Source: an optimization exercise on an open RTL-to-GDS flow (aim: small area, a short achievable clock period and few clock cycles per item). Production flows keep margins and buffers that such runs may drop. Function was checked by simulation only, so behaviour that the tests miss may differ from the original. Power and IR drop assume default switching activity.

### flow/run.sh
#!/bin/bash
# synth_recipe.tcl (not shown) runs the flow's synth.tcl, then flattens the netlist and writes it again
# the make line also repeats each setting of config.mk as NAME=value (left out here)
make -C /OpenROAD-flow-scripts/flow DESIGN_CONFIG=/design/flow/config.mk WORK_HOME=/design/flow/orfs CLKGATE_MAP_FILE= SYNTH_SCRIPT=/design/flow/synth_recipe.tcl finish
### flow/design.v
`timescale 1ns / 1ns
module mat_ops_controller #(
	parameter DATA_LEN = 8,
	parameter N = 8,
	parameter ADDRESS_SIZE = 4
)
(
	input                         i_clk,
	input                         i_rstn,
	input   [DATA_LEN*N-1:0]      i_read_data_A,
	output  [ADDRESS_SIZE-1:0]    o_address_A,
	output                        o_wr_en_A,
	output  [DATA_LEN*N-1:0]      o_write_data_A,
	input   [DATA_LEN*N-1:0]      i_read_data_B,
	output  [ADDRESS_SIZE-1:0]    o_address_B,
	output                        o_wr_en_B,
	output  [DATA_LEN*N-1:0]      o_write_data_B,
	output                        o_done
);
	reg        run;
	reg  [2:0] r;
	reg  [3:0] s;
	reg  [1:0] tail;
	reg        run_n;
	reg  [2:0] r_n;
	reg  [3:0] s_n;
	reg  [1:0] tail_n;
	wire start = (i_read_data_A[7:0] == 8'd1);
	always @(*) begin
		run_n  = run;
		r_n    = r;
		s_n    = s;
		tail_n = 2'd0;
		if (run) begin
			if (s == 4'd8) begin
				s_n = 4'd0;
				if (r == 3'd7) begin
					run_n  = 1'b0;
					tail_n = 2'd1;
				end else begin
					r_n = r + 3'd1;
				end
			end else if (r == 3'd0 && s == 4'd1) begin
				s_n = 4'd3;
			end else begin
				s_n = s + 4'd1;
			end
		end else if (tail != 2'd0) begin
			tail_n = tail + 2'd1;
		end else if (start) begin
			run_n = 1'b1;
			r_n   = 3'd0;
			s_n   = 4'd0;
		end
	end
	wire       wr_n   = run_n && (s_n == 4'd2) && (r_n != 3'd0);
	wire [3:0] s_m1   = s_n - 4'd1;
	wire [2:0] k_n    = (s_n < 4'd2) ? s_n[2:0] : s_m1[2:0];
	wire       done_n = (tail_n == 2'd3);
	reg  [3:0] addr_a;
	reg  [3:0] addr_b;
	reg        wr_b;
	reg        done;
	reg        v0;
	reg  [2:0] k0;
	reg        f0;
	always @(posedge i_clk, negedge i_rstn) begin
		if (!i_rstn) begin
			run    <= 1'b0;
			r      <= 3'd0;
			s      <= 4'd0;
			tail   <= 2'd0;
			addr_a <= 4'd0;
			addr_b <= 4'd0;
			wr_b   <= 1'b0;
			done   <= 1'b0;
		end else begin
			run    <= run_n;
			r      <= r_n;
			s      <= s_n;
			tail   <= tail_n;
			addr_a <= run_n ? {1'b1, r_n} : 4'd0;
			addr_b <= done_n ? 4'd15 : (wr_n ? {1'b1, r_n - 3'd1} : {1'b0, k_n});
			wr_b   <= wr_n || done_n;
			done   <= done_n;
		end
	end
	always @(posedge i_clk) begin
		v0 <= run_n && !wr_n;
		k0 <= k_n;
		f0 <= run_n && (s_n == 4'd0);
	end
	reg                  v1;
	reg  [2:0]           k1;
	reg                  f1;
	reg                  f2;
	reg  [7:0]           a2;
	reg  [63:0]          b2;
	reg  [63:0]          acc;
	always @(posedge i_clk) begin
		v1 <= v0;
		k1 <= k0;
		f1 <= f0;
		f2 <= f1;
		a2 <= v1 ? i_read_data_A[8*k1 +: 8] : 8'd0;
		b2 <= i_read_data_B;
	end
	genvar j;
	generate
		for (j = 0; j < N; j = j + 1) begin : LANE
			always @(posedge i_clk)
				acc[8*j +: 8] <= (f2 ? 8'd0 : acc[8*j +: 8]) + a2 * b2[8*j +: 8];
		end
	endgenerate
	assign o_address_A    = addr_a;
	assign o_wr_en_A      = done;
	assign o_write_data_A = {(DATA_LEN*N){1'b0}};
	assign o_address_B    = addr_b;
	assign o_wr_en_B      = wr_b;
	assign o_write_data_B = acc;
	assign o_done         = done;
endmodule
### flow/config.mk
export PLATFORM = sky130hd
export DESIGN_NAME = mat_ops_controller
export DESIGN_NICKNAME = mat_ops_controller
export VERILOG_FILES = /design/flow/design.v
export SDC_FILE = /design/flow/constraint.sdc
export NUM_CORES = 4
export LEC_CHECK = 0
export CAP_MARGIN = 20
export CORE_MARGIN = 2
export CORE_UTILIZATION = 40
export PLACE_DENSITY = 0.6
export SLEW_MARGIN = 20
### flow/constraint.sdc
create_clock -name core_clock -period 5.0 [get_ports {i_clk}]
set_input_delay 1.0000 -clock core_clock [delete_from_list [all_inputs] [get_ports {i_clk}]]
set_output_delay 1.0000 -clock core_clock [all_outputs]
set_load 0.01 [all_outputs]
==> run notes <==
-- cell usage after synthesis, types with 2 or more instances --
cell       number  area share, %
inv_1         276            7.4
nand2_1       206            5.5
ha_1          148             13
dfxtp_1       147             21
fa_1          144             21
xnor2_1       115            7.2
and2_1         91            4.1
buf_4          68            3.7
nand2b_1       45            2.0
clkbuf_1       35           0.94
xor2_1         32            2.0
nor2b_1        28            1.3
a21oi_1        22           0.79
a21o_1         18           0.97
dfrtp_1        18            3.2
mux4_2         16            2.6
mux2i_1         9           0.64
nor2_1          7           0.19
nand3_1         5           0.18
buf_1           4           0.11
buf_2           3           0.11
a22oi_2         2           0.18
a2bb2oi_1       2           0.13
nor3_1          2          0.072
nor4b_4         2           0.34
-- flip-flops by register name (all words and copies together) (netlist names), 2 cells and up --
register	count
k1	3
r	3
acc	64
b2	64
addr_b	4
tail	2
addr_a	3
k0	3
s	4
a2	8
-- path summary, 6_finish.rpt --
check / startpoint / to / slack (ns) / cells after the start
hold / removal: k0[1] / k1[1] / 0.33 / 0
min in group asynchronous: i_rstn / addr_b[0] / 1.02 / 1
setup / recovery: a2[4] / acc[15] / 0.80 / 14
setup reg to reg: a2[4] / acc[15] / 0.80 / 14
max in group asynchronous: i_rstn / s[1] / 3.46 / 1
hold reg to reg: k0[1] / k1[1] / 0.33 / 0
-- worst register-to-register path: stages (launching register included) --
cell	delay (ns)
dfxtp_1	0.70
buf_4	0.39
nand2_1	0.12
fa_1	0.51
inv_1	0.05
fa_1	0.45
ha_1	0.29
inv_1	0.05
fa_1	0.52
fa_1	0.48
inv_1	0.07
a21o_1	0.11
a21oi_1	0.07
xnor2_1	0.19
xnor2_1	0.14
-- area by class of cell --
type | count | area [um2]
fill | 3249 | 17620
multi-input combinational | 978 | 9099
sequential | 165 | 3400
timing repair buffer | 217 | 2165
inverter | 276 | 1036
tap | 455 | 569.3
clock buffer | 17 | 425.4
clock inverter | 15 | 148.9
-- stage by stage --
stage / hold slack (ns) / total power [mW] / worst slack, ns / util (%) / instances
after floorplan: 0.3096 / 5.303 / 0.7624 / - / 1530
after global placement: 0.3118 / 6.739 / 0.7869 / 47.21 / 2091
after detailed placement: 0.3142 / 6.835 / 0.8010 / 47.21 / 2091
after CTS: 0.3295 / 8.223 / 0.7562 / 48.88 / 2123
after global routing: 0.3436 / 8.925 / 0.4706 / 48.88 / 2123
final: 0.3284 / 8.060 / 0.7994 / 48.88 / 2123
-- layer usage --
layer	GRT usage [%]	part of all wire, %	vias to the layer above	wire (um)
li1	-	-	4649	-
met5	0	0.034	-	11
met2	33.75	51	232	16510
met3	4.388	5.6	35	1810
met1	23.18	42	4700	13710
met4	5.635	1.7	2	547
-- placed cells by master, fill, tap and decap left out, types with 5 or more instances in the layout --
cell type,count
a21o_1,18
a21oi_1,22
and2_1,91
buf_4,11
clkbuf_16,17
clkdlybuf4s50_1,204
conb_1,64
dfrtp_1,18
dfxtp_1,142
dfxtp_2,5
fa_1,144
ha_1,148
inv_1,276
inv_6,9
mux2i_1,9
mux4_2,16
nand2_1,206
nand2b_1,45
nand3_1,5
nor2_1,7
nor2b_1,28
xnor2_1,115
xor2_1,32
-- cell families (layout without fill, tap and decap cells) --
kind of cell	Yosys count	count (layout)	share of synthesized area [%]
adder cells (fa/ha/maj)	292	292	33.88
AO/OA/AOI/OAI	53	53	2.722
other	1	64	0.02683
flip-flops	165	165	24.28
buffers and inverters	387	525	12.30
XOR/XNOR	147	147	9.213
multiplexers	26	26	3.304
AND/OR/NAND/NOR	396	396	14.27
-- where the power goes --
group	total [mW]	switching (mW)	internal [mW]
clock	1.32	0.651	0.664
combinational	4.57	2.26	2.31
sequential	2.17	0.432	1.74
==> run notes <==
RD Place Congestion 0.8288; crit path time final 4.201 ns; Hold Vio Cnt, Final 0; Final Skew 0.01400 ns; Cell Rows 68; Overflow after GRT 0; setup_tns 0 ns; Power Dens Cells approximately 480 nW/um2; clock buffer depth 2; routed wire length around 33 mm; Hold Buf Count CTS 0; final setup fails 0; most frequent CP cell fa_1; synthesized area per cell 9.526 um2; Post-synth EDFFs 0; Layout Nets 2077; Die Ht 190.9 um; vias in the first global route 10430; Leak 7.962 nW; VDD IR max ~0.00027 V; Inserted Diodes 0; wire length per cell ~15 um; Post-route DRC 0; TritonCTS Buffers 17; CP Cell Sequence buf_4 -> nand2_1 -> fa_1 -> inv_1 -> fa_1 -> ha_1 -> inv_1 -> fa_1 -> fa_1 -> inv_1 -> a21o_1 -> a21oi_1 -> xnor2_1 -> xnor2_1; GRT Util Overall 19.14%; IO buf count roughly 200; CTS sink count ~170; Post-CTS Setup Bufs 0; post_cts resized 0; Yosys reg bits between 150 and 200; RSZ-0062 raised after global routing false; DRT Pass-1 Iters 4; initial antenna violation count 1; share of layout cells above drive strength 1 under 10%; register area share after synthesis ~24%; Rel. slew slack 31.57%; CTS clk-pin slew, worst paths approximately 0.070 ns; Worst EP arrival 4.58 ns; critical path's slowest cell dfxtp_1; crit path launch type flop; Post-synth ARST share 10.91%; Crit path largest cell delay 0.70 ns; Yosys warnings 1; first-pass GRT wire length 53.58 mm; routed vias 9618; library cells used by synthesis 47; Skew-Pair Late Insertion Delay 0.46 ns; Area after DPL 16270 um2; HP Class reg -> reg; Top delay family on crit path adder cells; Worst EP required 5.38 ns; vias per cell roughly 4.5; Main synth FF type dfxtp_1; Setup CP Type reg -> reg; # Max-Cap Violations 0; Slew Limit Fails 0; clock root buffer clkbuf_16; I/O Pins 269; Least-Margin Pin Slew 1.025 ns; Mapped Area 13970 um2; design area around 17000 um2; area delta synth->final 20.52%; full die area 36450 um2; initial DRC count 289; status no timing/DRC/antenna violations; CTS tree built; CP max FO 18; initial core utilization 40.56%; largest net degree at the start of global routing 35; post-route ant nets 0; H-Tree Depth 4; Tcrit/Tclk final 84.01%; CP Capture Type flop; core area approximately 34000 um2; Detailed Place HPWL 25.86 mm; Buf+Inv Stages, Crit Path 4; Cells after Synth 1467; die width around 190 um; FMAX 238.1 MHz
Testbench counts, summed over its fixed seeds: cycles 28,800, jobs 384.

afterwards: timing with drivers on the ports:
Ports are ideal in the flow. The routed layout listed here was re-timed in OpenROAD. Step 1: set_driving_cell puts a clkbuf_16 on i_clk and a buf_2 on each other input, an assumption about the parent block. Step 2 adds t to the input delays and takes it off the output delays; t is the mean of the earliest and latest rising clock arrival at the registers after step 1. Input paths then give back, and output paths get back, about the clock's delay inside the block. Slacks: no drivers / after step 1 / after step 2; pairs: no drivers / after step 1.
t, ns: 0.504
slack for setup (ns): 0.799 / 0.799 / 0.799
latest minus earliest clock arrival (ns): 0.015 / 0.015
cell pins on the clock port's net: 1
After both steps this run still meets setup and hold. For this run, drivers alone change the setup slack by 0.000 ns; drivers and shift together by 0.000 ns.
